What follows belongs to an exercise in optimizing a design on an open flow for small area, a short achievable clock period and few clock cycles per item; a production flow would make more cautious choices.
Function was checked by simulation only, so behaviour that the tests miss may differ from the original.
Power figures rest on the tool's default switching activity, not on a simulated workload.

$ cat flow/run.sh
#!/bin/bash
# Standard ORFS layout (the standard.sh, standard synthesis), with two
# layout choices: plain buf_1 cells as the port buffers, and timing repair
# aiming for 11 ns of setup slack (a tighter target than the 15 ns clock
# needs). The SDC and clock period are unchanged. make's output goes to
# flow_make.log; each ORFS step keeps its own log under orfs/logs.
set -uo pipefail
bash standard.sh "BUFFER_PORTS_ARGS=-buffer_cell sky130_fd_sc_hd__buf_1" SETUP_SLACK_MARGIN=11  finish > flow_make.log 2>&1
$ cat design.v
module full_adder (
  input  in1,
  input  in2,
  input  cin,
  output sum,
  output cout
);
  assign sum  = in1 ^ in2 ^ cin;
  assign cout = (in1 & in2) | (in1 & cin) | (in2 & cin);
endmodule
module ripple_carry_adder #(
  parameter BUS_WIDTH = 32
) (
  input                  add_sub_b,
  input                  sign,
  input  [BUS_WIDTH-1:0] in1,
  input  [BUS_WIDTH-1:0] in2,
  output [BUS_WIDTH-1:0] out,
  output                 z,
  output                 n,
  output                 c,
  output                 v
);
  wire [BUS_WIDTH:0] carry;
  assign carry[0] = add_sub_b;
  assign z        = ~(|out);
  assign n        = (sign) ? out[BUS_WIDTH-1] : 1'b0;
  assign c        = carry[BUS_WIDTH];
  assign v        = (sign) ? carry[BUS_WIDTH] ^ carry[BUS_WIDTH-1] : 1'b0;
  genvar i;
  generate
    for (i = 0; i < BUS_WIDTH; i = i + 1) begin : rca_slice
      full_adder fa (
        .cin (carry[i]),
        .in1 (in1[i]),
        .in2 (in2[i] ^ add_sub_b),
        .sum (out[i]),
        .cout(carry[i+1])
      );
    end
  endgenerate
endmodule
module restoring_divider #(
  parameter DIV_WIDTH = 16
) (
  input                      clk,
  input                      rst_n,
  input                      start,
  input                      sign,
  input      [DIV_WIDTH-1:0] in1,
  input      [DIV_WIDTH-1:0] in2,
  output     [DIV_WIDTH-1:0] q,
  output     [DIV_WIDTH-1:0] r,
  output reg                 ready
);
  reg  [15:0] d_reg;      
  reg         aneg, bneg;
  reg  [15:0] r_reg;      
  reg  [15:0] a_reg;      
  reg  [4:0]  cnt;        
  reg         run, fix;
  reg         f_reg;      
  wire qneg = aneg ^ bneg;
  wire [19:0] x4 = {r_reg, a_reg[15:12]};
  reg  [15:0] tmask;      
  integer j;
  always @(*) begin
    for (j = 0; j < 16; j = j + 1)
      tmask[j] = ~|(d_reg >> (j + 1));
  end
  wire hi_set  = |x4[19:16] | |(x4[15:0] & tmask);
  wire lo_ones = &(x4[15:0] | tmask);
  wire skip    = ~hi_set & ~lo_ones & ~cnt[4] & ~(cnt[3] & cnt[2] & (cnt[1] | cnt[0]));
  wire [16:0] x   = {r_reg, a_reg[15]};
  wire [17:0] z   = {1'b0, x} + {2'b11, ~d_reg} + {17'd0, ~bneg};
  wire        qb  = ~z[17];
  wire [4:0]  cnt_n = cnt + (skip ? 5'd4 : 5'd1);
  wire        z_ones = &z[16:0];
  wire        sp  = aneg & f_reg;
  always @(posedge clk) begin
    d_reg <= in2 ^ {16{sign & in2[15]}};
    aneg  <= sign & in1[15];
    bneg  <= sign & in2[15];
    if (!rst_n) begin
      ready <= 1'b1;
      run   <= 1'b0;
      fix   <= 1'b0;
    end else if (ready) begin
      if (start) begin
        ready <= 1'b0;
        run   <= 1'b1;
        cnt   <= 5'd0;
        r_reg <= 16'd0;
        a_reg <= in1 ^ {16{sign & in1[15]}};
      end
    end else if (run) begin
      if (skip) begin
        r_reg <= x4[15:0];
        a_reg <= {a_reg[11:0], {4{qneg}}};
        f_reg <= 1'b0;
      end else begin
        r_reg <= qb ? z[15:0] : x[15:0];
        a_reg <= {a_reg[14:0], qb ^ qneg};
        f_reg <= z_ones | (f_reg & x[0]);
      end
      cnt <= cnt_n;
      if (cnt_n[4]) begin
        run   <= 1'b0;
        fix   <= aneg | bneg;
        ready <= ~(aneg | bneg);
      end
    end else if (fix) begin
      if (aneg) r_reg <= sp ? 16'd0 : ~r_reg;
      a_reg <= a_reg + {15'd0, sp ^ qneg};
      fix   <= 1'b0;
      ready <= 1'b1;
    end
  end
  assign q = a_reg;
  assign r = r_reg;
endmodule
$ cat constraint.sdc
create_clock -name core_clock -period 15.0 [get_ports {clk}]
set_input_delay 3.0000 -clock core_clock [delete_from_list [all_inputs] [get_ports {clk}]]
set_output_delay 3.0000 -clock core_clock [all_outputs]
set_load 0.01 [all_outputs]
$ cat standard.sh
#!/bin/bash
# synth_recipe.tcl (not shown) runs the flow's synth.tcl, then flattens the netlist and writes it again
# the make line also repeats each setting of config.mk as NAME=value (left out here)
make -C /OpenROAD-flow-scripts/flow DESIGN_CONFIG=/design/flow/config.mk WORK_HOME=/design/flow/orfs CLKGATE_MAP_FILE= SYNTH_SCRIPT=/design/flow/synth_recipe.tcl "${@:-finish}"
$ cat config.mk
export PLATFORM = sky130hd
export DESIGN_NAME = restoring_divider
export DESIGN_NICKNAME = restoring_divider
export VERILOG_FILES = /design/flow/design.v
export SDC_FILE = /design/flow/constraint.sdc
export NUM_CORES = 4
export LEC_CHECK = 0
export CAP_MARGIN = 20
export CORE_MARGIN = 2
export CORE_UTILIZATION = 40
export SLEW_MARGIN = 20
==> notes.md, run 1 <==
* Slack of the critical path at 10.99 ns
* Arrival time at the worst endpoint at roughly 4 ns
* Vias at roughly 4000
* CTS max path bufs at 2
* Top post-synthesis cells by count: sky130_fd_sc_hd__xnor2_1 (45), sky130_fd_sc_hd__edfxtp_1 (38), sky130_fd_sc_hd__o21ai_0 (34)
* Reg2reg path depth at 15
* CTS Hold Bufs at 0
* Buf/Inv on CP at 1
* Share of async-settable or async-resettable flops after synthesis at 0%
* Number of stages on the worst hold path at 2
* Antenna cell count at 0
* Detailed placement HPWL at 8523 microns
* Type of the worst setup path: primary input to flip-flop
* Crit share post-route at a little over a quarter
* Simple logic cell fraction of the synthesized area at about an eighth
* Syn nets at between 500 and 600
* Nets at ~630
* Overflow left after global routing at 0
* Dominant synthesized flop cell: sky130_fd_sc_hd__edfxtp_1
* DRT Pass-1 Iters at 8
* Clock root cell: sky130_fd_sc_hd__clkbuf_8
* Post-synthesis cell type with the largest combined area: sky130_fd_sc_hd__edfxtp_1
* Cell types occupying the most area after synthesis: sky130_fd_sc_hd__edfxtp_1 (27%), sky130_fd_sc_hd__dfxtp_1 (9.8%), sky130_fd_sc_hd__xnor2_1 (9.2%)
* Horizontal extent of the die at roughly 110 microns
* I/O pin total at roughly 70
* Height of the die at 107.5 microns
* Cells after DPL at 653
* Total clock buffers created by CTS at 9
* Gate count after technology mapping at between 400 and 500
* Post-synthesis share of cell area spent on full adders, half adders and majority gates at 7.066%
* Max Clk Rate at roughly 250 MHz
* Number of antenna violations at the first check in global routing at 0
* Number of design rule violations left after detail routing at 0
* Count of flip-flops with a built-in enable after synthesis at 38
* Worst setup skew after layout at roughly 0.014 ns
* Via count of the first global-routing pass at about 3700
* Post-synth design cell area at between 4000 and 5000 sq um
* Largest family of logic cells by synthesized area: compound AO/OA/AOI/OAI gates
* Detailed-route wire length per cell at 18.46 microns
* Data required time at the worst endpoint at 15.07 ns
* Kind of path behind the tightest hold check: flip-flop to flip-flop
* Port bufs at a little under 70
* Slack of the worst reg-to-reg path at between 10 and 15 ns
* Worst-path maximum fanout at 16
* Nature of the critical path startpoint: primary input
* Area of the core at between 10000 and 15000 sq um
* Hold EP: fix$_SDFFE_PN0P_
* Final non-filler cell total at 710
* Layout cell share with drive strength beyond 1 at 13.94%
* Post-synthesis share of cell area spent on xor and xnor gates at between 10% and 20%
* CP top delay family: simple AND/OR/NAND/NOR gates
* Share of synthesized area spent on multiplexers at under 10%
* Yosys warning total at 1
* RSZ-0062 raised after global routing: yes
* Final hold vios at 0
* Vias per inst at between 5 and 6
* Max VDD drop at ~0.000065 V
* Post-synthesis cell type count at 62
* First-iteration detailed-routing DRC count at 433
* Sink Count at 59
* Total routing usage reported by global routing at 22.46%
* Beginning of the worst hold path: fix$_SDFFE_PN0P_
* Count of final setup violators at 0
* Cell chain of the critical path: buf_1 > nand2_2 > xnor2_1 > a22oi_1 > o21ai_0
* Portion of the post-synthesis area used by sequential elements at between 30% and 40%
* Beginning of the worst register-to-register path: d_reg[14]$_DFF_P_
* Slowest Stage Delay on Critical Path at roughly 0.35 ns
* Row cnt at 37
* Area of the die at approximately 12000 sq um
* Most common cell in the synthesized netlist: sky130_fd_sc_hd__xnor2_1
* Pins Over Slew Limit at 0
* Antenna-violating nets left at 0
* Run status: no timing/DRC/antenna violations
* H-tree level count at 3
* CP Depth at 5
* Wire length of the first global-routing pass at approximately 20000 microns
* Synth Register Bits at 59
* Initial core utilization at between 40% and 50%
* Power density over the cells at 102.1 nW/um^2
* Critical Path Slowest Stage Cell: sky130_fd_sc_hd__nand2_2
* RePlAce Congestion at roughly 0.84
* Syn-to-layout area delta at 21.64%
* P_leak at roughly 0.0020 uW
* CP endpoint kind: flip-flop
* Worst slack after detailed placement at ~11 ns
* Final period demand of the worst path at ~4.0 ns
* Worst Max-Slew Pin Slew at 0.9567 ns
* Total Routed Length at roughly 13000 microns
* Worst-path clk slew at about 0.080 ns
* Pin count of the biggest net entering global routing at 26
* Slew headroom at between 30% and 40%
* Max-cap violations at 0
* Post-Synthesis Mean Instance Area at a little over 9 sq um
* Compound-cell area share of the yosys netlist at between 20% and 30%
* R2R Path End: fix$_SDFFE_PN0P_
* CTS tree: yes
* Fin Setup TNS at 0 ns
* Area share of the leading cell type in the synthesized netlist at a little over a quarter
* Worst-skew pair later-pin latency at roughly 0.34 ns
worst max path at each step:
stage | start | to | slack, ns
global placement | rst_n | a_reg[1]$_DFFE_PP_ | 10.65
floorplan | start | r_reg[0]$_SDFFCE_PP0P_ | 11.05
global route | sign | a_reg[11]$_DFFE_PP_ | 10.91
finish | sign | a_reg[11]$_DFFE_PP_ | 10.99
CTS | ready$_SDFF_PN1_ | ready | 10.93
detailed placement | rst_n | a_reg[7]$_DFFE_PP_ | 10.64
worst min-delay path, delay by kind of cell, from the launching register on:
| family | cells | cell delay [ns] |
|---|---|---|
| simple gates | 1 | 0.06 |
| compound gates | 1 | 0.08 |
| flops | 1 | 0.35 |
logic make-up (layout without fill, tap and decap cells):
| family | count (synthesis) | in the layout |
|---|---|---|
| buffers and inverters | 46 | 153 |
| muxes | 21 | 21 |
| adders and majority gates | 23 | 23 |
| AOI/OAI and AO/OA | 139 | 140 |
| DFF | 59 | 59 |
| xor gates and xnor gates | 62 | 62 |
| and+or+nand+nor | 116 | 116 |
area by class of cell:
cell class,instances,area [sq um]
Fill cell,1005,5157
Clock buffer,10,127.6
Tap cell,136,170.2
Timing Repair Buffer,109,581.8
Sequential cell,59,1565
Inverter,28,107.6
Multi-Input combinational cell,362,2571
Clock inverter,6,88.84
per-stage QoR:
step	hold WS [ns]	total power (uW)	util, %	instance area [sq um]
2_1_floorplan	0.4705	313.5	-	4317
6_report	0.5303	532.0	50.27	5213
3_5_place_dp	0.5124	352.5	44.90	4656
5_1_grt	0.5375	558.8	50.27	5213
3_3_place_gp	0.4912	350.4	44.90	4656
4_1_cts	0.5233	524.8	49.12	5094
per-layer routing:
layer  vias to the layer above  wire length, microns  global-route usage, %
li1                       1920                     -                      -
met1                      1928                  5956                  31.08
met2                       147                  6018                  34.86
met3                        25                   809                  4.177
met4                         0                   323                  8.425
met5                         -                     0                      0
cells in the final DEF, fill, tap and decap left out, drive strengths merged, types with 12 or more instances in the layout:
cell type / instances
o22ai: 12
edfxtp: 38
xor2: 17
ha: 21
a21oi: 33
dfxtp: 21
nand3: 13
o21ai: 36
xnor2: 45
mux2i: 18
inv: 29
nor2: 33
clkbuf: 12
nand2: 29
buf: 107
what timing repair did:
action,CTS,global route
resized for setup,3,4
cloned,1,0
setup endpoints to repair,35,34
buffers inserted,27,13
pin swaps,1,1
report_power, final:
part	internal [uW]	switching, uW	leakage, uW
logic	71.3	96.0	0.00135
clock network	93.9	70.5	0.000103
registers	190	10.7	0.000536
Testbench counts, summed over its fixed seeds: cycles 18,830, items 1,600.
==> run 2, diff against run 1 <==
==> flow/run.sh (replaced) <==
#!/bin/bash
# Standard ORFS layout (the standard.sh, standard synthesis), with two
# layout choices: plain buf_1 cells as the port buffers, and timing repair
# aiming for 10.3 ns of setup slack (a tighter target than the 15 ns clock
# needs). The SDC and clock period are unchanged. make's output goes to
# flow_make.log; each ORFS step keeps its own log under orfs/logs.
set -uo pipefail
bash standard.sh "BUFFER_PORTS_ARGS=-buffer_cell sky130_fd_sc_hd__buf_1" SETUP_SLACK_MARGIN=10.3  finish > flow_make.log 2>&1
==> run 2 against run 1 <==
  * Still clean on timing, DRC and antenna
  * Design area shrank 7.6%
  * Hold slack lost 0.020 ns
  * Combinational power decreased by 16%
  * Synthesized cell count unchanged
  * Setup slack worse by 0.47 ns
  * Routed wire length fell by 8.2%
  * Critical endpoint is now ready
==> notes.md, run 2 <==
* CTS max path bufs at 2 (unchanged)
* Layout cell share with drive strength beyond 1 at 6.355% (-7.6 points)
* Power density over the cells at 99.47 nW/um^2 (-2.6%)
* Post-synth design cell area at 4285 sq um (unchanged)
* Worst Max-Slew Pin Slew at 0.9064 ns (-0.05033 ns)
* Area share of the leading cell type in the synthesized netlist at 26.63% (unchanged)
* Commonest cells after routing, fill and taps aside: sky130_fd_sc_hd__buf_1 (68), sky130_fd_sc_hd__xnor2_1 (45), sky130_fd_sc_hd__edfxtp_1 (38), sky130_fd_sc_hd__o21ai_0 (34)
* Worst-path clk slew at 0.07 ns (about the same)
* Reg2reg path depth at 15 (unchanged)
* Antenna-violating nets left at 0 (unchanged)
* Area of the core at 10370 sq um (unchanged)
* Total routing usage reported by global routing at 21.60% (-0.87 points)
* Post-synthesis cell type with the largest combined area: sky130_fd_sc_hd__edfxtp_1
* RSZ-0062 raised after global routing: no
* Fin Setup TNS at 0 ns (unchanged)
* Final non-filler cell total at 671 (-5.5%)
* Cells after DPL at 655 (+0.31%)
* Buf/Inv on CP at 1 (unchanged)
* Via count of the first global-routing pass at 3745 (+0.75%)
* Detailed placement HPWL at 8685 microns (+1.9%)
* Slowest Stage Delay on Critical Path at 0.91 ns (+0.56 ns)
* Final period demand of the worst path at 4.485 ns (+0.4738 ns)
* Gate count after technology mapping at 466 (unchanged)
* Total clock buffers created by CTS at 9 (unchanged)
* CP top delay family: flip-flops
* Area of the die at 11560 sq um (unchanged)
* Worst setup skew after layout at 0.007134 ns (-0.006991 ns)
* Nature of the critical path startpoint: flip-flop
* # Post-CTS Setup Buffers at 0 (-100%)
* Total Routed Length at 12030 microns (-8.2%)
* Share of the core filled with cells at 46.43% (-3.8 points)
* Port bufs at 68 (unchanged)
* I/O pin total at 69 (unchanged)
* Yosys warning total at 1 (unchanged)
* Cell chain of the critical path: buf_1
* Slack of the worst reg-to-reg path at 10.81 ns (-0.34 ns)
* Cell types occupying the most area after synthesis: sky130_fd_sc_hd__edfxtp_1 (27%), sky130_fd_sc_hd__dfxtp_1 (9.8%), sky130_fd_sc_hd__xnor2_1 (9.2%)
* Nets at 589 (-6.2%)
* P_leak at 0.001761 uW (-11%)
* CP endpoint kind: primary output
* Most frequent standard cell in the layout excluding fill and tap cells: sky130_fd_sc_hd__buf_1
* Top post-synthesis cells by count: sky130_fd_sc_hd__xnor2_1 (45), sky130_fd_sc_hd__edfxtp_1 (38), sky130_fd_sc_hd__o21ai_0 (34)
* Most common cell in the synthesized netlist: sky130_fd_sc_hd__xnor2_1
* Share of async-settable or async-resettable flops after synthesis at 0% (unchanged)
* Count of final setup violators at 0 (unchanged)
* Post-synthesis cell type count at 62 (unchanged)
* Dominant synthesized flop cell: sky130_fd_sc_hd__edfxtp_1
* Max Clk Rate at 223.0 MHz (-11%)
* Detailed-route wire length per cell at 17.93 microns (-2.9%)
* Number of antenna violations at the first check in global routing at 0 (unchanged)
* R2R Path End: fix$_SDFFE_PN0P_
* Max VDD drop at 0.00004520 V (-31%)
* Data required time at the worst endpoint at 12.00 ns (-3.07 ns)
* Crit share post-route at 29.90% (+3.2 points)
* First-iteration detailed-routing DRC count at 249 (-42%)
* Final Instance Area at 4815 sq um (-7.6%)
* Max-cap violations at 0 (unchanged)
* Final hold vios at 0 (unchanged)
* CTS Hold Bufs at 0 (unchanged)
* Worst-skew pair later-pin latency at 0.35 ns (about the same)
* Slew headroom at 39.43% (+3.4 points)
* Post-Synthesis Mean Instance Area at 9.196 sq um (unchanged)
* CP Depth at 1 (-4)
* Synth Register Bits at 59 (unchanged)
* Pin count of the biggest net entering global routing at 31 (+19%)
* Row cnt at 37 (unchanged)
* Initial core utilization at 41.32% (unchanged)
* Standard cell area after detailed placement at 4654 sq um (about the same)
* CTS tree: yes
* DRT Pass-1 Iters at 5 (-3)
* Sink Count at 59 (unchanged)
* Pins Over Slew Limit at 0 (unchanged)
* RePlAce Congestion at 0.8690 (+3.5%)
* Portion of the post-synthesis area used by sequential elements at 36.44% (unchanged)
* Number of design rule violations left after detail routing at 0 (unchanged)
* Kind of path behind the tightest hold check: flip-flop to flip-flop
* Type of the worst setup path: flip-flop to primary output
* Horizontal extent of the die at 107.5 microns (unchanged)
* Beginning of the worst register-to-register path: d_reg[14]$_DFF_P_
* Critical Path Slowest Stage Cell: sky130_fd_sc_hd__dfxtp_1
* Syn nets at 525 (unchanged)
* Vias at 3834 (-4.6%)
* Beginning of the worst hold path: fix$_SDFFE_PN0P_
* Number of stages on the worst hold path at 2 (unchanged)
* Arrival time at the worst endpoint at 1.48 ns (-2.60 ns)
* Count of flip-flops with a built-in enable after synthesis at 38 (unchanged)
* H-tree level count at 3 (unchanged)
* Run status: no timing/DRC/antenna violations
* Height of the die at 107.5 microns (unchanged)
* Overflow left after global routing at 0 (unchanged)
* Syn-to-layout area delta at 12.35%
* Number of cells upsized or downsized after cts at 0 (-3)
* Antenna cell count at 0 (unchanged)
* Wire length of the first global-routing pass at 19350 microns (-3.5%)
* Vias per inst at 5.714 (+0.92%)
* Clock root cell: sky130_fd_sc_hd__clkbuf_8
* Hold EP: fix$_SDFFE_PN0P_
* Worst-path maximum fanout at 25 (+9)
-- run 2: cell families after synthesis --
logic type	Yosys count	share of synthesized area (%)
compound gates	139	21.08
xor+xnor	62	12.67
fa+ha+maj	23	7.066
buf+inv	46	4.409
flops	59	36.44
mux	21	4.993
simple gates	116	13.34
-- run 2: report_power, final --
| group | switching (uW) | total [uW] | internal, uW |
|---|---|---|---|
| registers | 20.7 | 211 | 190 |
| clock network | 69.0 | 127 | 58.2 |
| logic | 80.2 | 141 | 60.9 |
-- run 2: worst max path at each step --
stage               slack (ns)             start                endpoint
finish                   10.52  ready$_SDFF_PN1_                   ready
global placement         10.48              sign     a_reg[11]$_DFFE_PP_
CTS                      10.51  ready$_SDFF_PN1_                   ready
floorplan                10.69             rst_n  r_reg[0]$_SDFFCE_PP0P_
global route             10.43  ready$_SDFF_PN1_                   ready
detailed placement       10.44              sign     a_reg[11]$_DFFE_PP_
-- run 2: layout make-up --
class | count | area (sq um)
inverter | 28 | 105.1
fill | 1045 | 5555
timing repair buffer | 71 | 277.8
clock inverter | 6 | 32.53
sequential | 59 | 1562
tap | 136 | 170.2
clock buffer | 10 | 127.6
multi-input combinational | 361 | 2540
-- run 2: routing by layer --
layer | part of all wire, % | vias up | track usage [%]
li1 | - | 1838 | -
met1 | 46 | 1840 | 29.76
met2 | 46 | 137 | 33.29
met3 | 6.5 | 19 | 3.390
met4 | 1.7 | 0 | 9.707
met5 | 0 | - | 0
-- run 2: metrics by stage --
step                power [uW]  hold slack, ns  setup slack [ns]
finish                   478.9          0.5099             10.52
global route             505.0          0.5564             10.43
CTS                      479.6          0.5072             10.51
detailed placement       353.0          0.4965             10.44
global placement         349.7          0.4920             10.48
floorplan                312.5          0.4705             10.69
==> run 3, diff against run 2 <==
==> flow/run.sh (replaced) <==
#!/bin/bash
# Standard ORFS layout (the standard.sh, standard synthesis), with two
# layout choices: plain buf_1 cells as the port buffers, and timing repair
# aiming for 10.7 ns of setup slack (a tighter target than the 15 ns clock
# needs). The SDC and clock period are unchanged. make's output goes to
# flow_make.log; each ORFS step keeps its own log under orfs/logs.
set -uo pipefail
bash standard.sh "BUFFER_PORTS_ARGS=-buffer_cell sky130_fd_sc_hd__buf_1" SETUP_SLACK_MARGIN=10.7 CORE_UTILIZATION=60 finish > flow_make.log 2>&1
==> run 3 against run 2 <==
  * Largest power group unchanged
  * Critical path type unchanged
  * Utilization up 23 points
  * Sequential share of layout area rose by 0.27 points
  * Clock skew increased by 0.0075 ns
  * Critical path depth unchanged
  * Highest routed layer unchanged
==> notes.md, run 3 <==
* P_leak at 0.001768 uW (+0.38%)
* Arrival time at the worst endpoint at 1.19 ns (-0.29 ns)
* Dominant synthesized flop cell: sky130_fd_sc_hd__edfxtp_1
* Share of the core filled with cells at 69.56% (+23 points)
* Nature of the critical path startpoint: flip-flop
* Worst-skew pair later-pin latency at 0.35 ns (about the same)
* Initial core utilization at 62.39% (+21 points)
* Yosys warning total at 1 (unchanged)
* Critical Path Slowest Stage Cell: sky130_fd_sc_hd__dfxtp_2
* Most used routing layer in global routing: met2
* Buf/Inv on CP at 1 (unchanged)
* Detailed placement HPWL at 8102 microns (-6.7%)
* CTS max path bufs at 2 (unchanged)
* Slack of the worst reg-to-reg path at 10.93 ns (+0.12 ns)
* Worst Max-Slew Pin Slew at 0.8802 ns (-0.02621 ns)
* Post-synth design cell area at 4285 sq um (unchanged)
* Number of antenna violations at the first check in global routing at 0 (unchanged)
* Via count of the first global-routing pass at 3625 (-3.2%)
* Overflow left after global routing at 0 (unchanged)
* Sequential Area at 1563 sq um (about the same)
* Worst-path clk slew at 0.07 ns (about the same)
* CP top delay family: flip-flops
* Fillcell total at 608 (-42%)
* Final period demand of the worst path at 4.195 ns (-0.2902 ns)
* Crit share post-route at 27.96% (-1.9 points)
* Met3 track demand over resource in global routing at 4.757% (+1.4 points)
* Worst Hold Margin at 0.5220 ns (+0.01216 ns)
* Number of stages on the worst hold path at 2 (unchanged)
* Met2 track utilization from global routing at 44.02% (+11 points)
* Horizontal extent of the die at 88.51 microns (-18%)
* Top post-synthesis cells by count: sky130_fd_sc_hd__xnor2_1 (45), sky130_fd_sc_hd__edfxtp_1 (38), sky130_fd_sc_hd__o21ai_0 (34)
* Clock root cell: sky130_fd_sc_hd__clkbuf_8
* Layout cell share with drive strength beyond 1 at 6.916% (+0.56 points)
* Syn nets at 525 (unchanged)
* Antenna-violating nets left at 0 (unchanged)
* Fin Setup TNS at 0 ns (unchanged)
* Max Clk Rate at 238.4 MHz (+6.9%)
* Data required time at the worst endpoint at 12.00 ns (about the same)
* Commonest cells after routing, fill and taps aside: sky130_fd_sc_hd__buf_1 (68), sky130_fd_sc_hd__xnor2_1 (45), sky130_fd_sc_hd__edfxtp_1 (38), sky130_fd_sc_hd__o21ai_0 (34)
* Pin count of the biggest net entering global routing at 31 (unchanged)
* Power density over the cells at 100.0 nW/um^2 (+0.57%)
* Beginning of the worst hold path: fix$_SDFFE_PN0P_
* Hold EP: fix$_SDFFE_PN0P_
* Most frequent standard cell in the layout excluding fill and tap cells: sky130_fd_sc_hd__buf_1
* H-tree level count at 3 (unchanged)
* Count of flip-flops with a built-in enable after synthesis at 38 (unchanged)
* Post-Synthesis Mean Instance Area at 9.196 sq um (unchanged)
* Vias per inst at 6.304 (+10%)
* CTS tree: yes
* Cell chain of the critical path: buf_1
* Slowest Stage Delay on Critical Path at 0.64 ns (-0.27 ns)
* RePlAce Congestion at 0.9295 (+7.0%)
* Total Routed Length at 11480 microns (-4.6%)
* Worst-path maximum fanout at 25 (unchanged)
* M1 GR Usage at 43.67% (+14 points)
* Total clock buffers created by CTS at 9 (unchanged)
* Max VDD drop at 0.00006003 V (+33%)
* Portion of the post-synthesis area used by sequential elements at 36.44% (unchanged)
* Sink Count at 59 (unchanged)
* Worst setup skew after layout at 0.01465 ns (+0.007515 ns)
* Area of the die at 7834 sq um (-32%)
* R2R Path End: fix$_SDFFE_PN0P_
* Final hold vios at 0 (unchanged)
* Vias at 3978 (+3.8%)
* Post-synthesis cell type with the largest combined area: sky130_fd_sc_hd__edfxtp_1
* Kind of path behind the tightest hold check: flip-flop to flip-flop
* Run status: no timing/DRC/antenna violations
* Gate count after technology mapping at 466 (unchanged)
* Count of final setup violators at 0 (unchanged)
* CTS Hold Bufs at 0 (unchanged)
* Type of the worst setup path: flip-flop to primary output
* Height of the die at 88.51 microns (-18%)
* # Post-CTS Setup Buffers at 0 (unchanged)
* Slew headroom at 41.10% (+1.7 points)
* Wire length of the first global-routing pass at 17950 microns (-7.2%)
* Share of async-settable or async-resettable flops after synthesis at 0% (unchanged)
* Max-cap violations at 0 (unchanged)
* Most common cell in the synthesized netlist: sky130_fd_sc_hd__xnor2_1
* Total routing usage reported by global routing at 29.78% (+8.2 points)
* Syn-to-layout area delta at 11.50%
* Antenna cell count at 0 (unchanged)
* Synth Register Bits at 59 (unchanged)
* Area of the core at 6869 sq um (-34%)
* First-iteration detailed-routing DRC count at 452 (+82%)
* Area share of the leading cell type in the synthesized netlist at 26.63% (unchanged)
* Multi-input gate area in the final layout at 2560 sq um (+0.79%)
* Number of design rule violations left after detail routing at 0 (unchanged)
* Reg2reg path depth at 15 (unchanged)
* Beginning of the worst register-to-register path: d_reg[15]$_DFF_P_
* Detailed-route wire length per cell at 18.19 microns (+1.5%)
* Cell types occupying the most area after synthesis: sky130_fd_sc_hd__edfxtp_1 (27%), sky130_fd_sc_hd__dfxtp_1 (9.8%), sky130_fd_sc_hd__xnor2_1 (9.2%)
* Final Instance Area at 4778 sq um (-0.75%)
* Post-synthesis cell type count at 62 (unchanged)
* Standard cell area after detailed placement at 4604 sq um (-1.1%)
* CP endpoint kind: primary output
* Nets at 589 (unchanged)
* DRT Pass-1 Iters at 5 (unchanged)
* Pins Over Slew Limit at 0 (unchanged)
* Port bufs at 68 (unchanged)
* Row cnt at 30 (-19%)
* RSZ-0062 raised after global routing: yes
* I/O pin total at 69 (unchanged)
## run 3: cell counts after synthesis
Identical to the previous run, type by type.
## run 3: worst max path at each step
stage                            startpoint                       to  slack (ns)  cells past startpoint
final                      ready$_SDFF_PN1_                    ready       10.81                      1
after global routing      d_reg[15]$_DFF_P_         fix$_SDFFE_PN0P_       10.65                     15
after CTS                              sign       a_reg[1]$_DFFE_PP_       10.73                      5
after detailed placement               sign      a_reg[11]$_DFFE_PP_       10.38                      5
after global placement                rst_n  r_reg[11]$_SDFFCE_PP0P_       10.22                      3
after floorplan                       rst_n   r_reg[0]$_SDFFCE_PP0P_       10.69                      2
## run 3: cells by family (layout without fill, tap and decap cells)
family	Yosys count	count (layout)	share of synthesized area, %
AO/OA/AOI/OAI	139	140	21.08
XOR/XNOR	62	62	12.67
buffers and inverters	46	114	4.409
flip-flops	59	59	36.44
AND/OR/NAND/NOR	116	116	13.34
multiplexers	21	21	4.993
adder cells (fa/ha/maj)	23	23	7.066
## run 3: layer usage
metal / vias to the layer above / part of all wire [%]
li1: 1845 / -
met1: 1884 / 43
met2: 223 / 45
met3: 26 / 9.2
met4: 0 / 2.2
met5: - / 0
## run 3: cell type report
cell class / count / area share (%)
clock inverter: 6 / 0.6808
multi-input combinational: 362 / 53.57
timing repair buffer: 70 / 5.656
clock buffer: 10 / 2.671
tap: 96 / 2.514
sequential: 59 / 32.70
inverter: 28 / 2.200
## run 3: metrics by stage
step / setup slack (ns) / power (uW) / cells
floorplan: 10.69 / 312.5 / 466
global placement: 10.22 / 347.0 / 614
detailed placement: 10.38 / 351.0 / 614
CTS: 10.73 / 473.3 / 630
global route: 10.65 / 502.4 / 631
finish: 10.81 / 478.0 / 631
## run 3: worst reg2reg max path: cells and delay by family, from the launching register on
family / cells / cell delay, ns
and+or+nand+nor: 5 / 1.23
buffers and inverters: 1 / 0.35
AOI/OAI and AO/OA: 7 / 1.47
adders and majority gates: 1 / 0.42
xor gates and xnor gates: 1 / 0.12
DFF: 1 / 0.37
## run 3: repair_timing
item | 4_1_cts | 5_1_grt
resized for setup | 1 | 1
pin swaps | 0 | 1
setup endpoints to repair | 1 | 24
gates cloned | 0 | 1
## run 3: where the power goes
group	total [uW]	internal, uW	switching, uW
clock network	126	58.5	67.7
logic	142	60.6	81.3
registers	210	190	19.8
==> run 4, diff against run 3 <==
--- a/flow/run.sh
+++ b/flow/run.sh
@@ -5,4 +5,4 @@
 # needs). The SDC and clock period are unchanged. make's output goes to
 # flow_make.log; each ORFS step keeps its own log under orfs/logs.
 set -uo pipefail
-bash standard.sh "BUFFER_PORTS_ARGS=-buffer_cell sky130_fd_sc_hd__buf_1" SETUP_SLACK_MARGIN=10.7 CORE_UTILIZATION=60 finish > flow_make.log 2>&1
+bash standard.sh "BUFFER_PORTS_ARGS=-buffer_cell sky130_fd_sc_hd__buf_1" SETUP_SLACK_MARGIN=10.7 CTS_BUF_LIST=sky130_fd_sc_hd__clkbuf_4 finish > flow_make.log 2>&1
==> run 4 against run 3 <==
  * Still clean on timing, DRC and antenna
  * Critical path depth unchanged
  * Via count shrank 2.6%
  * Combinational power hardly changed
  * Sequential power barely moved
  * Clock power fell by about 20%
  * Synthesized cell count stayed put
  * First-iteration DRC count shrank 33%
  * Highest routed layer unchanged
==> notes.md, run 4 <==
* Height of the die at 107.5 microns (+21%)
* CTS max path bufs at 2 (unchanged)
* Total Routed Length at 12270 microns (+6.9%)
* Arrival time at the worst endpoint at 1.24 ns (+0.05 ns)
* First-iteration detailed-routing DRC count at 302 (-33%)
* Area of the die at 11560 sq um (+48%)
* Top routing layer in use: met4
* Top post-synthesis cells by count: sky130_fd_sc_hd__xnor2_1 (45), sky130_fd_sc_hd__edfxtp_1 (38), sky130_fd_sc_hd__o21ai_0 (34)
* Syn nets at 525 (unchanged)
* Antenna-violating nets left at 0 (unchanged)
* Met2 WL at 5661 microns (+8.6%)
* Max VDD drop at 0.00003586 V (-40%)
* Max-cap violations at 0 (unchanged)
* Beginning of the worst hold path: fix$_SDFFE_PN0P_
* Area of the core at 10370 sq um (+51%)
* Pin count of the biggest net entering global routing at 31 (unchanged)
* Worst-path clk slew at 0.11 ns (+0.04 ns)
* Cell types occupying the most area after synthesis: sky130_fd_sc_hd__edfxtp_1 (27%), sky130_fd_sc_hd__dfxtp_1 (9.8%), sky130_fd_sc_hd__xnor2_1 (9.2%)
* Post-synthesis cell type count at 62 (unchanged)
* Sink Count at 59 (unchanged)
* Portion of the post-synthesis area used by sequential elements at 36.44% (unchanged)
* Hold EP: fix$_SDFFE_PN0P_
* Synth Register Bits at 59 (unchanged)
* Data required time at the worst endpoint at 12.00 ns (about the same)
* Kind of path behind the tightest hold check: flip-flop to flip-flop
* Final period demand of the worst path at 4.239 ns (+0.04380 ns)
* Nets at 590 (+0.17%)
* Detailed-route wire length per cell at 18.26 microns (+0.39%)
* Run status: no timing/DRC/antenna violations
* Worst Max-Slew Pin Slew at 0.9049 ns (+0.02469 ns)
* Post-synthesis cell type with the largest combined area: sky130_fd_sc_hd__edfxtp_1
* DRT Pass-1 Iters at 7 (+2)
* CP top delay family: flip-flops
* Most frequent standard cell in the layout excluding fill and tap cells: sky130_fd_sc_hd__buf_1
* Detail Route met3 WL at 741 microns (-30%)
* Critical Path Slowest Stage Cell: sky130_fd_sc_hd__edfxtp_1
* Detailed placement HPWL at 8685 microns (+7.2%)
* Worst-path maximum fanout at 9 (-64%)
* Antenna cell count at 0 (unchanged)
* Count of flip-flops with a built-in enable after synthesis at 38 (unchanged)
* Power density over the cells at 94.63 nW/um^2 (-5.4%)
* CP Depth at 1 (unchanged)
* Number of design rule violations left after detail routing at 0 (unchanged)
* Final hold vios at 0 (unchanged)
* Initial core utilization at 41.32% (-21 points)
* Vias per inst at 5.765 (-8.6%)
* H-tree level count at 3 (unchanged)
* I/O pin total at 69 (unchanged)
* Row cnt at 37 (+23%)
* Worst-skew pair later-pin latency at 0.43 ns (+0.08 ns)
* R2R Path End: fix$_SDFFE_PN0P_
* Slowest Stage Delay on Critical Path at 0.62 ns (-0.02 ns)
* Slew headroom at 39.53% (-1.6 points)
* Post-synth design cell area at 4285 sq um (unchanged)
* Horizontal extent of the die at 107.5 microns (+21%)
* Commonest cells after routing, fill and taps aside: sky130_fd_sc_hd__buf_1 (68), sky130_fd_sc_hd__xnor2_1 (45), sky130_fd_sc_hd__edfxtp_1 (38), sky130_fd_sc_hd__o21ai_0 (34)
* Yosys warning total at 1 (unchanged)
* RePlAce Congestion at 0.8690 (-6.5%)
* Total routing usage reported by global routing at 21.42% (-8.4 points)
* Number of antenna violations at the first check in global routing at 0 (unchanged)
* Pins Over Slew Limit at 0 (unchanged)
* Cells after DPL at 655 (+6.7%)
* RSZ-0062 raised after global routing: no
* Most common cell in the synthesized netlist: sky130_fd_sc_hd__xnor2_1
* M1 wire length at 5631 microns (+14%)
* P_leak at 0.001744 uW (-1.4%)
* Final non-filler cell total at 672 (+6.5%)
* CP endpoint kind: primary output
* Syn-to-layout area delta at 11.50% (unchanged)
* Total clock buffers created by CTS at 9 (unchanged)
* Reg2reg path depth at 15 (unchanged)
* Vias at 3874 (-2.6%)
* Standard cell area after detailed placement at 4654 sq um (+1.1%)
* Count of final setup violators at 0 (unchanged)
* Type of the worst setup path: flip-flop to primary output
* Port bufs at 68 (unchanged)
* Via count of the first global-routing pass at 3700 (+2.1%)
* Beginning of the worst register-to-register path: d_reg[15]$_DFF_P_
* Cell chain of the critical path: buf_1
* Wire length of the first global-routing pass at 19230 microns (+7.1%)
* Area share of the leading cell type in the synthesized netlist at 26.63% (unchanged)
* Share of async-settable or async-resettable flops after synthesis at 0% (unchanged)
* Nature of the critical path startpoint: flip-flop
* Fin Setup TNS at 0 ns (unchanged)
* Crit share post-route at 28.26% (+0.29 points)
* Dominant synthesized flop cell: sky130_fd_sc_hd__edfxtp_1
* Max Clk Rate at 235.9 MHz (-1.0%)
* Layout cell share with drive strength beyond 1 at 6.716% (-0.20 points)
* CTS tree: yes
* Clock root cell: sky130_fd_sc_hd__clkbuf_4
* Number of stages on the worst hold path at 2 (unchanged)
* Slack of the worst reg-to-reg path at 11.10 ns (+0.17 ns)
* Gate count after technology mapping at 466 (unchanged)
* # Post-CTS Setup Buffers at 0 (unchanged)
* Buf/Inv on CP at 1 (unchanged)
* Worst setup skew after layout at 0.01540 ns (+0.0007550 ns)
* Post-Synthesis Mean Instance Area at 9.196 sq um (unchanged)
* CTS Hold Bufs at 0 (unchanged)
* Final Instance Area at 4778 sq um (unchanged)
* Overflow left after global routing at 0 (unchanged)
[run 4: area by class of cell]
class | count | area (sq um)
multi-input cells | 362 | 2550
flip-flops and latches | 59 | 1565
repair buffers | 71 | 277.8
clock inverters | 6 | 32.53
well taps | 136 | 170.2
fillers | 1048 | 5592
clock buffers | 10 | 75.07
inverters | 28 | 107.6
[run 4: metal layers]
metal,up-vias,global-route usage (%)
li1,1848,-
met1,1868,29.72
met2,134,33.06
met3,24,3.269
met4,0,9.158
met5,-,0
[run 4: worst max-delay path by stage]
stage / from / end / slack (ns)
finish: a_reg[13]$_DFFE_PP_ / q[13] / 10.76
CTS: ready$_SDFF_PN1_ / ready / 10.71
detailed placement: sign / a_reg[11]$_DFFE_PP_ / 10.44
floorplan: rst_n / r_reg[0]$_SDFFCE_PP0P_ / 10.69
global placement: sign / a_reg[11]$_DFFE_PP_ / 10.48
global route: a_reg[13]$_DFFE_PP_ / q[13] / 10.75
[run 4: tightest hold or removal path, stage by stage (launching register included)]
cell,delay [ns]
sky130_fd_sc_hd__dfxtp_1,0.35
sky130_fd_sc_hd__nand2_1,0.06
sky130_fd_sc_hd__a21boi_0,0.07
[run 4: kinds of logic (layout without fill, tap and decap cells)]
group / after synthesis / count (layout) / synth area share [%]
buf+inv: 46 / 115 / 4.409
simple gates: 116 / 116 / 13.34
compound gates: 139 / 140 / 21.08
xor+xnor: 62 / 62 / 12.67
fa+ha+maj: 23 / 23 / 7.066
mux: 21 / 21 / 4.993
flops: 59 / 59 / 36.44
[run 4: per-stage QoR]
stage,setup slack [ns],hold slack (ns),total power (uW),utilization (%)
after floorplan,10.69,0.4705,312.5,-
final,10.76,0.5152,452.2,46.08
after global routing,10.75,0.5622,477.2,46.08
after CTS,10.71,0.5126,452.0,45.93
after detailed placement,10.44,0.4965,353.0,44.88
after global placement,10.48,0.4920,349.7,44.88
[run 4: what timing repair did]
action                                  4_1_cts  5_1_grt
cloned                                        0        1
endpoints found under the setup margin        1        5
resized for setup                             1        3
hold endpoints to repair                      0        0
[run 4: where the power goes]
part | switching (uW) | internal, uW
Sequential | 20.6 | 190
Clock | 66.5 | 34.2
Combinational | 80.2 | 60.9
==> run 5, diff against run 4 <==
--- a/flow/run.sh
+++ b/flow/run.sh
@@ -5,4 +5,4 @@
 # needs). The SDC and clock period are unchanged. make's output goes to
 # flow_make.log; each ORFS step keeps its own log under orfs/logs.
 set -uo pipefail
-bash standard.sh "BUFFER_PORTS_ARGS=-buffer_cell sky130_fd_sc_hd__buf_1" SETUP_SLACK_MARGIN=10.7 CTS_BUF_LIST=sky130_fd_sc_hd__clkbuf_4 finish > flow_make.log 2>&1
+bash standard.sh "BUFFER_PORTS_ARGS=-buffer_cell sky130_fd_sc_hd__buf_1" SETUP_SLACK_MARGIN=10.7 CTS_CLUSTER_SIZE=64 CTS_CLUSTER_DIAMETER=300 finish > flow_make.log 2>&1
==> run 5 against run 4 <==
  * Design area is 1.1% higher
  * Global-route usage is 0.18 points higher
  * Register-to-register slack better by 0.02 ns
  * Critical path type unchanged
  * Combinational power hardly changed
==> notes.md, run 5 <==
* Run status: no timing/DRC/antenna violations
* Met2 track utilization from global routing at 33.29% (+0.22 points)
* Total Routed Length at 12330 microns (+0.47%)
* Worst slack after detailed placement at 10.44 ns (unchanged)
* Row cnt at 37 (unchanged)
* Cell types occupying the most area after synthesis: sky130_fd_sc_hd__edfxtp_1 (27%), sky130_fd_sc_hd__dfxtp_1 (9.8%), sky130_fd_sc_hd__xnor2_1 (9.2%)
* Cell chain of the critical path: buf_1
* CTS max path bufs at 2 (unchanged)
* Slowest Stage Delay on Critical Path at 0.63 ns (about the same)
* Final period demand of the worst path at 4.190 ns (-0.04890 ns)
* Met3 track demand over resource in global routing at 3.390% (+0.12 points)
* Slack of the critical path at 10.81 ns (+0.04890 ns)
* RePlAce Congestion at 0.8690 (unchanged)
* Clock root cell: sky130_fd_sc_hd__clkbuf_8
* Number of antenna violations at the first check in global routing at 0 (unchanged)
* Slew headroom at 40.73% (+1.2 points)
* Portion of the post-synthesis area used by sequential elements at 36.44% (unchanged)
* Kind of path behind the tightest hold check: flip-flop to flip-flop
* Syn-to-layout area delta at 12.73%
* Syn nets at 525 (unchanged)
* CTS tree: yes
* Vias at 3851 (-0.59%)
* First-iteration detailed-routing DRC count at 299 (-0.99%)
* Port bufs at 68 (unchanged)
* Count of flip-flops with a built-in enable after synthesis at 38 (unchanged)
* Buf/Inv on CP at 1 (unchanged)
* Layout cell share with drive strength beyond 1 at 6.716% (unchanged)
* Vias per inst at 5.731 (-0.59%)
* I/O pin total at 69 (unchanged)
* CP top delay family: flip-flops
* Data required time at the worst endpoint at 12.00 ns (about the same)
* Worst-path clk slew at 0.07 ns (-0.04 ns)
* Via count of the first global-routing pass at 3745 (+1.2%)
* # Post-CTS Setup Buffers at 0 (unchanged)
* Total clock buffers created by CTS at 9 (unchanged)
* Post-Synthesis Mean Instance Area at 9.196 sq um (unchanged)
* H-tree level count at 3 (unchanged)
* Most frequent standard cell in the layout excluding fill and tap cells: sky130_fd_sc_hd__buf_1
* Height of the die at 107.5 microns (unchanged)
* Post-synthesis share of cell area spent on full adders, half adders and majority gates at 7.066% (unchanged)
* M1 GR Usage at 29.76% (+0.038 points)
* Max VDD drop at 0.00004532 V (+26%)
* Antenna cell count at 0 (unchanged)
* Area of the die at 11560 sq um (unchanged)
* Detailed-route wire length per cell at 18.35 microns (+0.47%)
* Final hold vios at 0 (unchanged)
* Total routing usage reported by global routing at 21.60% (+0.18 points)
* Pin count of the biggest net entering global routing at 31 (unchanged)
* Synth Register Bits at 59 (unchanged)
* Nature of the critical path startpoint: flip-flop
* DRT Pass-1 Iters at 5 (-2)
* Count of final setup violators at 0 (unchanged)
* Antenna-violating nets left at 0 (unchanged)
* Detailed placement HPWL at 8685 microns (unchanged)
* Power density over the cells at 99.34 nW/um^2 (+5.0%)
* Overflow left after global routing at 0 (unchanged)
* Dominant synthesized flop cell: sky130_fd_sc_hd__edfxtp_1
* Horizontal extent of the die at 107.5 microns (unchanged)
* Worst setup skew after layout at 0.008270 ns (-0.007133 ns)
* Max-cap violations at 0 (unchanged)
* Post-synthesis cell type with the largest combined area: sky130_fd_sc_hd__edfxtp_1
* Max Clk Rate at 238.7 MHz (+1.2%)
* Share of async-settable or async-resettable flops after synthesis at 0% (unchanged)
* Share of the core filled with cells at 46.59% (+0.51 points)
* CP endpoint kind: primary output
* Most common cell in the synthesized netlist: sky130_fd_sc_hd__xnor2_1
* Worst-skew pair later-pin latency at 0.36 ns (-0.07 ns)
* Share of synthesized area spent on multiplexers at 4.993% (unchanged)
* Worst Max-Slew Pin Slew at 0.8868 ns (-0.01803 ns)
* Gate count after technology mapping at 466 (unchanged)
* Post-synthesis share of cell area spent on xor and xnor gates at 12.67% (unchanged)
* Final non-filler cell total at 672 (unchanged)
* Commonest cells after routing, fill and taps aside: sky130_fd_sc_hd__buf_1 (68), sky130_fd_sc_hd__xnor2_1 (45), sky130_fd_sc_hd__edfxtp_1 (38), sky130_fd_sc_hd__o21ai_0 (34)
* Type of the worst setup path: flip-flop to primary output
* Top post-synthesis cells by count: sky130_fd_sc_hd__xnor2_1 (45), sky130_fd_sc_hd__edfxtp_1 (38), sky130_fd_sc_hd__o21ai_0 (34)
* Nets at 590 (unchanged)
* Yosys warning total at 1 (unchanged)
* Fin Setup TNS at 0 ns (unchanged)
* Post-synth design cell area at 4285 sq um (unchanged)
* Pins Over Slew Limit at 0 (unchanged)
* Post-synthesis cell type count at 62 (unchanged)
* Area of the core at 10370 sq um (unchanged)
* Area share of the leading cell type in the synthesized netlist at 26.63% (unchanged)
* P_leak at 0.001764 uW (+1.1%)
* Number of design rule violations left after detail routing at 0 (unchanged)
* Simple logic cell fraction of the synthesized area at 13.34% (unchanged)
* Cells after DPL at 655 (unchanged)
* Wire length of the first global-routing pass at 19350 microns (+0.64%)
* Largest family of logic cells by synthesized area: compound AO/OA/AOI/OAI gates
* Crit share post-route at 27.93% (-0.33 points)
* Arrival time at the worst endpoint at 1.19 ns (-0.05 ns)
* Worst-path maximum fanout at 25 (+16)
* Sink Count at 59 (unchanged)
* RSZ-0062 raised after global routing: no
* Compound-cell area share of the yosys netlist at 21.08% (unchanged)
* Most used routing layer in global routing: met2
* Initial core utilization at 41.32% (unchanged)
* Critical Path Slowest Stage Cell: sky130_fd_sc_hd__dfxtp_2
==> run 5: worst min-delay path: cells and delay by family (launching register included) <==
kind	cells	cell delay, ns
DFF	1	0.34
AOI/OAI and AO/OA	1	0.07
and+or+nand+nor	1	0.06
==> run 5: final timing paths <==
| kind | startpoint | end | slack [ns] | depth (start not counted) |
|---|---|---|---|---|
| max | ready$_SDFF_PN1_ | ready | 10.81 | 1 |
| min | fix$_SDFFE_PN0P_ | fix$_SDFFE_PN0P_ | 0.51 | 2 |
| max reg2reg | d_reg[14]$_DFF_P_ | fix$_SDFFE_PN0P_ | 11.12 | 15 |
| min reg2reg | fix$_SDFFE_PN0P_ | fix$_SDFFE_PN0P_ | 0.51 | 2 |
==> run 5: cell type report <==
| class | instances | area [sq um] |
|---|---|---|
| Inverter | 28 | 107.6 |
| Sequential cell | 59 | 1563 |
| Tap cell | 136 | 170.2 |
| Fill cell | 1044 | 5539 |
| Timing Repair Buffer | 71 | 277.8 |
| Clock buffer | 10 | 127.6 |
| Multi-Input combinational cell | 362 | 2552 |
| Clock inverter | 6 | 32.53 |
==> run 5: cells by family (layout without fill, tap and decap cells) <==
family | Yosys count | after routing
and+or+nand+nor | 116 | 116
muxes | 21 | 21
buffers and inverters | 46 | 115
AOI/OAI and AO/OA | 139 | 140
DFF | 59 | 59
adders and majority gates | 23 | 23
xor gates and xnor gates | 62 | 62
==> run 5: where the power goes <==
group          internal [uW]  total, uW  switching, uW
clock network           58.2        128           69.6
logic                   60.9        142           80.6
registers                190        211           20.6
total                    309        480            171
==> run 5: stage by stage <==
stage          power (uW)  hold WS [ns]  area [sq um]
2_1_floorplan       312.5        0.4705          4290
3_3_place_gp        349.7        0.4920          4654
3_5_place_dp        353.0        0.4965          4654
4_1_cts             479.7        0.5072          4816
5_1_grt             505.4        0.5564          4831
6_report            479.9        0.5102          4831
==> run 5: layer usage <==
| layer | wire, microns | vias up |
|---|---|---|
| met2 | 5717 | 135 |
| met4 | 219 | 0 |
| met3 | 774 | 19 |
| li1 | - | 1847 |
| met5 | 0 | - |
| met1 | 5618 | 1850 |
==> run 5: repair_timing <==
action	CTS	global route
hold buffers	0	0
setup endpoints to repair	1	5
endpoints found under the hold margin	0	0
gates cloned	0	1
resized for setup	1	3
==> run 6, diff against run 5 <==
--- a/flow/run.sh
+++ b/flow/run.sh
@@ -5,4 +5,4 @@
 # needs). The SDC and clock period are unchanged. make's output goes to
 # flow_make.log; each ORFS step keeps its own log under orfs/logs.
 set -uo pipefail
-bash standard.sh "BUFFER_PORTS_ARGS=-buffer_cell sky130_fd_sc_hd__buf_1" SETUP_SLACK_MARGIN=10.7 CTS_CLUSTER_SIZE=64 CTS_CLUSTER_DIAMETER=300 finish > flow_make.log 2>&1
+bash standard.sh "BUFFER_PORTS_ARGS=-buffer_cell sky130_fd_sc_hd__buf_1" SETUP_SLACK_MARGIN=10.7  finish > flow_make.log 2>&1
==> run 6 against run 5 <==
  * Fmax did not move
  * Register-to-register slack barely moved
  * Critical path type unchanged
  * Combinational power hardly changed
  * Critical endpoint unchanged
  * Count of clock-buffer cells in the layout did not move
  * Largest power group unchanged
  * Design area stayed put
==> notes.md, run 6 <==
* CTS max path bufs at 2 (unchanged)
* Detailed placement HPWL at 8685 microns (unchanged)
* Syn nets at 525 (unchanged)
* Layout cell share with drive strength beyond 1 at 6.716% (unchanged)
* Count of final setup violators at 0 (unchanged)
* Cell types occupying the most area after synthesis: sky130_fd_sc_hd__edfxtp_1 (27%), sky130_fd_sc_hd__dfxtp_1 (9.8%), sky130_fd_sc_hd__xnor2_1 (9.2%)
* Height of the die at 107.5 microns (unchanged)
* Area share of the leading cell type in the synthesized netlist at 26.63% (unchanged)
* Post-synthesis cell type count at 62 (unchanged)
* Initial core utilization at 41.32% (unchanged)
* M1 wire length at 5618 microns (unchanged)
* Max-cap violations at 0 (unchanged)
* Horizontal extent of the die at 107.5 microns (unchanged)
* DRT Pass-1 Iters at 5 (unchanged)
* RePlAce Congestion at 0.8690 (unchanged)
* Share of async-settable or async-resettable flops after synthesis at 0% (unchanged)
* Port bufs at 68 (unchanged)
* Syn-to-layout area delta at 12.73% (unchanged)
* Most frequent standard cell in the layout excluding fill and tap cells: sky130_fd_sc_hd__buf_1
* Fillcell total at 1044 (unchanged)
* Synth Register Bits at 59 (unchanged)
* Slew headroom at 40.73% (unchanged)
* Post-Synthesis Mean Instance Area at 9.196 sq um (unchanged)
* Sequential Area at 1563 sq um (unchanged)
* Nature of the critical path startpoint: flip-flop
* Detail Route met3 WL at 774 microns (unchanged)
* Worst-skew pair later-pin latency at 0.36 ns (about the same)
* Total power consumption of the routed design at 479.9 uW (unchanged)
* Critical Path Slowest Stage Cell: sky130_fd_sc_hd__dfxtp_2
* Slowest Stage Delay on Critical Path at 0.63 ns (about the same)
* Power density over the cells at 99.34 nW/um^2 (unchanged)
* Portion of the post-synthesis area used by sequential elements at 36.44% (unchanged)
* Overflow left after global routing at 0 (unchanged)
* Multi-input gate area in the final layout at 2552 sq um (unchanged)
* Clock root cell: sky130_fd_sc_hd__clkbuf_8
* Number of design rule violations left after detail routing at 0 (unchanged)
* Final hold vios at 0 (unchanged)
* Slack of the critical path at 10.81 ns (unchanged)
* Dominant synthesized flop cell: sky130_fd_sc_hd__edfxtp_1
* Total clock buffers created by CTS at 9 (unchanged)
* Worst-path clk slew at 0.07 ns (about the same)
* Data required time at the worst endpoint at 12.00 ns (about the same)
* Yosys warning total at 1 (unchanged)
* Vias per inst at 5.731 (unchanged)
* P_leak at 0.001764 uW (unchanged)
* Top routing layer in use: met4
* Total Routed Length at 12330 microns (unchanged)
* Met2 WL at 5717 microns (unchanged)
* CTS tree: yes
* Arrival time at the worst endpoint at 1.19 ns (about the same)
* Final non-filler cell total at 672 (unchanged)
* Most common cell in the synthesized netlist: sky130_fd_sc_hd__xnor2_1
* Antenna cell count at 0 (unchanged)
* Via count of the first global-routing pass at 3745 (unchanged)
* Vias at 3851 (unchanged)
* Commonest cells after routing, fill and taps aside: sky130_fd_sc_hd__buf_1 (68), sky130_fd_sc_hd__xnor2_1 (45), sky130_fd_sc_hd__edfxtp_1 (38), sky130_fd_sc_hd__o21ai_0 (34)
* Number of antenna violations at the first check in global routing at 0 (unchanged)
* Slack of the worst reg-to-reg path at 11.12 ns (about the same)
* Worst slack after detailed placement at 10.44 ns (unchanged)
* Detailed-route wire length per cell at 18.35 microns (unchanged)
* Sink Count at 59 (unchanged)
* Antenna-violating nets left at 0 (unchanged)
* Kind of path behind the tightest hold check: flip-flop to flip-flop
* Worst setup skew after layout at 0.008270 ns (unchanged)
* Cells after DPL at 655 (unchanged)
* Max VDD drop at 0.00004532 V (unchanged)
* Post-synthesis cell type with the largest combined area: sky130_fd_sc_hd__edfxtp_1
* Area of the die at 11560 sq um (unchanged)
* Area of the core at 10370 sq um (unchanged)
* Max Clk Rate at 238.7 MHz (unchanged)
* Fin Setup TNS at 0 ns (unchanged)
* Worst Max-Slew Pin Slew at 0.8868 ns (unchanged)
* Top post-synthesis cells by count: sky130_fd_sc_hd__xnor2_1 (45), sky130_fd_sc_hd__edfxtp_1 (38), sky130_fd_sc_hd__o21ai_0 (34)
* Gate count after technology mapping at 466 (unchanged)
* Row cnt at 37 (unchanged)
* Total routing usage reported by global routing at 21.60% (unchanged)
* Pin count of the biggest net entering global routing at 31 (unchanged)
* Run status: no timing/DRC/antenna violations
* Buf/Inv on CP at 1 (unchanged)
* Pins Over Slew Limit at 0 (unchanged)
* Type of the worst setup path: flip-flop to primary output
* Final period demand of the worst path at 4.190 ns (unchanged)
* Wire length of the first global-routing pass at 19350 microns (unchanged)
* First-iteration detailed-routing DRC count at 299 (unchanged)
* CP top delay family: flip-flops
* CP endpoint kind: primary output
* Nets at 590 (unchanged)
* Worst-path maximum fanout at 25 (unchanged)
* RSZ-0062 raised after global routing: no
* H-tree level count at 3 (unchanged)
* Cell chain of the critical path: buf_1
* Post-synth design cell area at 4285 sq um (unchanged)
* Count of flip-flops with a built-in enable after synthesis at 38 (unchanged)
* Crit share post-route at 27.93% (unchanged)
* I/O pin total at 69 (unchanged)
[run 6: worst paths after layout]
check / endpoint / start / depth (start not counted)
hold / removal: fix$_SDFFE_PN0P_ / fix$_SDFFE_PN0P_ / 2
hold reg to reg: fix$_SDFFE_PN0P_ / fix$_SDFFE_PN0P_ / 2
setup reg to reg: fix$_SDFFE_PN0P_ / d_reg[14]$_DFF_P_ / 15
setup / recovery: ready / ready$_SDFF_PN1_ / 1
[run 6: logic make-up after synthesis]
| family | count (synthesis) | synth area share, % |
|---|---|---|
| AOI/OAI and AO/OA | 139 | 21.08 |
| xor gates and xnor gates | 62 | 12.67 |
| adders and majority gates | 23 | 7.066 |
| buffers and inverters | 46 | 4.409 |
| DFF | 59 | 36.44 |
| muxes | 21 | 4.993 |
| and+or+nand+nor | 116 | 13.34 |
[run 6: layout make-up]
cell class	count	area share, %
sequential	59	32.35
inverter	28	2.227
tap	136	3.522
multi-input combinational	362	52.84
timing repair buffer	71	5.750
clock buffer	10	2.642
clock inverter	6	0.6734
[run 6: metal layers]
layer | track usage [%] | vias to the layer above
li1 | - | 1847
met1 | 29.76 | 1850
met2 | 33.29 | 135
met3 | 3.390 | 19
met4 | 9.707 | 0
met5 | 0 | -
[run 6: stage by stage]
step | utilization [%] | hold slack [ns] | cell area [sq um]
3_5_place_dp | 44.88 | 0.4965 | 4654
3_3_place_gp | 44.88 | 0.4920 | 4654
2_1_floorplan | - | 0.4705 | 4290
6_report | 46.59 | 0.5102 | 4831
4_1_cts | 46.44 | 0.5072 | 4816
5_1_grt | 46.59 | 0.5564 | 4831
[run 6: timing repair]
item                                    CTS  global route
endpoints found under the setup margin    1             5
hold buffers                              0             0
resized for setup                         1             3
setup buffers                             0             0
cloned                                    0             1
[run 6: power by group]
group	switching, uW	internal, uW
clock	69.6	58.2
sequential	20.6	190
combinational	80.6	60.9
total	171	309
==> run 7, diff against run 6 <==
--- a/flow/run.sh
+++ b/flow/run.sh
@@ -5,4 +5,4 @@
 # needs). The SDC and clock period are unchanged. make's output goes to
 # flow_make.log; each ORFS step keeps its own log under orfs/logs.
 set -uo pipefail
-bash standard.sh "BUFFER_PORTS_ARGS=-buffer_cell sky130_fd_sc_hd__buf_1" SETUP_SLACK_MARGIN=10.7  finish > flow_make.log 2>&1
+bash standard.sh "BUFFER_PORTS_ARGS=-buffer_cell sky130_fd_sc_hd__buf_1" SETUP_SLACK_MARGIN=10.7 CTS_CLUSTER_SIZE=64 CTS_CLUSTER_DIAMETER=300 CTS_BUF_LIST=sky130_fd_sc_hd__clkbuf_16 finish > flow_make.log 2>&1
==> run 7 against run 6 <==
  * Still clean on timing, DRC and antenna
  * Routed wire length is 1.3% lower
  * Register-to-register slack better by 0.02 ns
  * Area after synthesis is the same
  * Final cell count stayed put
  * Global-route usage is 0.12 points lower
  * Clock skew down 0.0043 ns
  * Critical path depth stayed put
  * Synthesized cell count is the same
  * Fmax up 0.51%
  * Via count is 0.36% lower
  * Critical endpoint unchanged
  * Highest routed layer unchanged
==> notes.md, run 7 <==
* Antenna cell count at 0 (unchanged)
* Post-synthesis cell type with the largest combined area: sky130_fd_sc_hd__edfxtp_1
* Cell chain of the critical path: buf_1
* Fin Setup TNS at 0 ns (unchanged)
* Count of final setup violators at 0 (unchanged)
* Switching power at 175.9 uW (+3.0%)
* Total routing usage reported by global routing at 21.48% (-0.12 points)
* M1 wire length at 5589 microns (-0.52%)
* Run status: no timing/DRC/antenna violations
* H-tree level count at 3 (unchanged)
* Syn nets at 525 (unchanged)
* Data required time at the worst endpoint at 12.00 ns (about the same)
* Worst-skew pair later-pin latency at 0.33 ns (-0.03 ns)
* Number of design rule violations left after detail routing at 0 (unchanged)
* Worst Hold Margin at 0.5081 ns (-0.002054 ns)
* Max VDD drop at 0.00005956 V (+31%)
* Kind of path behind the tightest hold check: flip-flop to flip-flop
* Syn-to-layout area delta at 15.09%
* Horizontal extent of the die at 107.5 microns (unchanged)
* Area of the die at 11560 sq um (unchanged)
* Detailed placement HPWL at 8685 microns (unchanged)
* Yosys warning total at 1 (unchanged)
* Nature of the critical path startpoint: flip-flop
* Final period demand of the worst path at 4.168 ns (-0.02120 ns)
* CTS max path bufs at 2 (unchanged)
* Commonest cells after routing, fill and taps aside: sky130_fd_sc_hd__buf_1 (68), sky130_fd_sc_hd__xnor2_1 (45), sky130_fd_sc_hd__edfxtp_1 (38), sky130_fd_sc_hd__o21ai_0 (34)
* Slowest Stage Delay on Critical Path at 0.63 ns (about the same)
* Type of the worst setup path: flip-flop to primary output
* Overflow left after global routing at 0 (unchanged)
* Critical Path Slowest Stage Cell: sky130_fd_sc_hd__dfxtp_2
* Pins Over Slew Limit at 0 (unchanged)
* Top post-synthesis cells by count: sky130_fd_sc_hd__xnor2_1 (45), sky130_fd_sc_hd__edfxtp_1 (38), sky130_fd_sc_hd__o21ai_0 (34)
* Post-synthesis cell type count at 62 (unchanged)
* CTS Hold Bufs at 0 (unchanged)
* Buf/Inv on CP at 1 (unchanged)
* Fillcell total at 1025 (-1.8%)
* Clock root cell: sky130_fd_sc_hd__clkbuf_16
* Internal Pwr Total at 360.4 uW (+17%)
* Gate count after technology mapping at 466 (unchanged)
* DRT Pass-1 Iters at 5 (unchanged)
* Combinational Power Share at 26.3% (-3.2 points)
* Wire length of the first global-routing pass at 19300 microns (-0.28%)
* Worst setup skew after layout at 0.003977 ns (-0.004293 ns)
* Part of the total power dissipated in the clock network at 34.4% (+7.8 points)
* Area share of the leading cell type in the synthesized netlist at 26.63% (unchanged)
* Synth Register Bits at 59 (unchanged)
* Power density over the cells at 108.7 nW/um^2 (+9.5%)
* Area of the core at 10370 sq um (unchanged)
* RSZ-0062 raised after global routing: no
* Detailed-route wire length per cell at 18.10 microns (-1.3%)
* Dominant synthesized flop cell: sky130_fd_sc_hd__edfxtp_1
* Sink Count at 59 (unchanged)
* Portion of the post-synthesis area used by sequential elements at 36.44% (unchanged)
* Sequential share of power at 39.3% (-4.6 points)
* Via count of the first global-routing pass at 3716 (-0.77%)
* Arrival time at the worst endpoint at 1.17 ns (-0.02 ns)
* Number of antenna violations at the first check in global routing at 0 (unchanged)
* Max Clk Rate at 239.9 MHz (+0.51%)
* Detail Route met3 WL at 753 microns (-2.7%)
* Final Instance Area at 4932 sq um (+2.1%)
* Slew headroom at 40.23% (-0.50 points)
* Cell types occupying the most area after synthesis: sky130_fd_sc_hd__edfxtp_1 (27%), sky130_fd_sc_hd__dfxtp_1 (9.8%), sky130_fd_sc_hd__xnor2_1 (9.2%)
* I/O pin total at 69 (unchanged)
* First-iteration detailed-routing DRC count at 288 (-3.7%)
* Standard cell area after detailed placement at 4654 sq um (unchanged)
* Layout cell share with drive strength beyond 1 at 6.716% (unchanged)
* Pin count of the biggest net entering global routing at 31 (unchanged)
* P_leak at 0.001814 uW (+2.9%)
* Crit share post-route at 27.79% (-0.14 points)
* Post-synth design cell area at 4285 sq um (unchanged)
* Top routing layer in use: met4
* Count of flip-flops with a built-in enable after synthesis at 38 (unchanged)
* RePlAce Congestion at 0.8690 (unchanged)
* Port bufs at 68 (unchanged)
* Nets at 590 (unchanged)
* Cells after DPL at 655 (unchanged)
* Net Sw Frac at 32.80% (-2.8 points)
* Height of the die at 107.5 microns (unchanged)
* Most common cell in the synthesized netlist: sky130_fd_sc_hd__xnor2_1
* Post-Synthesis Mean Instance Area at 9.196 sq um (unchanged)
* Vias at 3837 (-0.36%)
* Most frequent standard cell in the layout excluding fill and tap cells: sky130_fd_sc_hd__buf_1
* Vias per inst at 5.710 (-0.36%)
* Worst Max-Slew Pin Slew at 0.8944 ns (+0.007518 ns)
* Share of async-settable or async-resettable flops after synthesis at 0% (unchanged)
* Antenna-violating nets left at 0 (unchanged)
* Initial core utilization at 41.32% (unchanged)
* Row cnt at 37 (unchanged)
* Met2 WL at 5612 microns (-1.8%)
* Max-cap violations at 0 (unchanged)
* Total Routed Length at 12160 microns (-1.3%)
* CP top delay family: flip-flops
* CTS tree: yes
* Final hold vios at 0 (unchanged)
* Worst-path maximum fanout at 25 (unchanged)
* Total clock buffers created by CTS at 9 (unchanged)
* CP endpoint kind: primary output
* Worst-path clk slew at 0.05 ns (-0.02 ns)
* Final non-filler cell total at 672 (unchanged)
==> run 7: repair_timing <==
| item | CTS | global route |
|---|---|---|
| resized for setup | 1 | 3 |
| endpoints found under the setup margin | 1 | 6 |
| setup buffers | 0 | 0 |
| gates cloned | 0 | 1 |
==> run 7: power groups by stage <==
stage	Sequential [uW]	Combinational [uW]	Clock, uW
floorplan	208	104	0
global placement	214	136	0
detailed placement	214	139	0
CTS	211	140	187
global route	213	157	195
finish	211	141	184
==> run 7: final cells by class <==
| type | instances | area, sq um | area share, % |
|---|---|---|---|
| timing repair buffer | 71 | 277.8 | 5.632 |
| tap | 136 | 170.2 | 3.450 |
| inverter | 28 | 107.6 | 2.182 |
| sequential | 59 | 1563 | 31.68 |
| multi-input combinational | 362 | 2552 | 51.75 |
| clock buffer | 9 | 225.2 | 4.566 |
| clock inverter | 7 | 36.28 | 0.7357 |
==> run 7: worst paths after layout <==
kind | start | end | slack [ns] | cells past startpoint
hold / removal | fix$_SDFFE_PN0P_ | fix$_SDFFE_PN0P_ | 0.51 | 2
hold reg to reg | fix$_SDFFE_PN0P_ | fix$_SDFFE_PN0P_ | 0.51 | 2
setup reg to reg | d_reg[15]$_DFF_P_ | fix$_SDFFE_PN0P_ | 11.14 | 15
setup / recovery | ready$_SDFF_PN1_ | ready | 10.83 | 1
==> run 7: cell families after synthesis <==
group           after synthesis  share of synthesized area [%]
fa+ha+maj                    23                          7.066
flops                        59                          36.44
xor+xnor                     62                          12.67
mux                          21                          4.993
buf+inv                      46                          4.409
simple gates                116                          13.34
compound gates              139                          21.08
==> run 7: metal layers <==
metal	vias to the layer above	GRT usage (%)
met5	-	0
li1	1841	-
met2	129	33.33
met1	1849	29.76
met3	18	3.571
met4	0	8.516
==> run 7: stage by stage <==
stage,setup slack [ns],total power [uW],util (%)
finish,10.83,536.3,47.56
global route,10.78,564.6,47.56
floorplan,10.69,312.5,-
CTS,10.79,538.1,47.42
global placement,10.48,349.7,44.88
detailed placement,10.44,353.0,44.88

## re-timing with driven ports
The flow's constraints put no driver on any port. The routed layouts listed below were extracted and timed again, unchanged, in two steps. Step 1 assumes that a clkbuf_16 drives the clock port and a buf_2 every other input. Step 2 moves the port delays by t, midway between the first and last clock arrival at a register: inputs arrive t later, outputs are due t later. That takes back most of the time a late clock gives input paths. Slacks: no drivers / after step 1 / after step 2; pairs: no drivers / after step 1.
run | t, ns | setup WS [ns] | worst setup path at the end
run 1 | 0.370 | 10.989 / 10.991 / 10.629 | input to register
run 2 | 0.384 | 10.515 / 10.481 / 10.426 | input to register
run 3 | 0.372 | 10.805 / 10.775 / 10.503 | input to register
run 4 | 0.452 | 10.762 / 10.730 / 10.439 | input to register
run 5 | 0.386 | 10.810 / 10.776 / 10.707 | input to register
run 6 | 0.386 | 10.810 / 10.776 / 10.707 | input to register
run 7 | 0.366 | 10.832 / 10.795 / 10.690 | input to register
After both steps setup and hold are still met in every run listed. For run 1, which loses most, drivers alone change the setup slack by +0.002 ns; drivers and shift together by -0.360 ns.
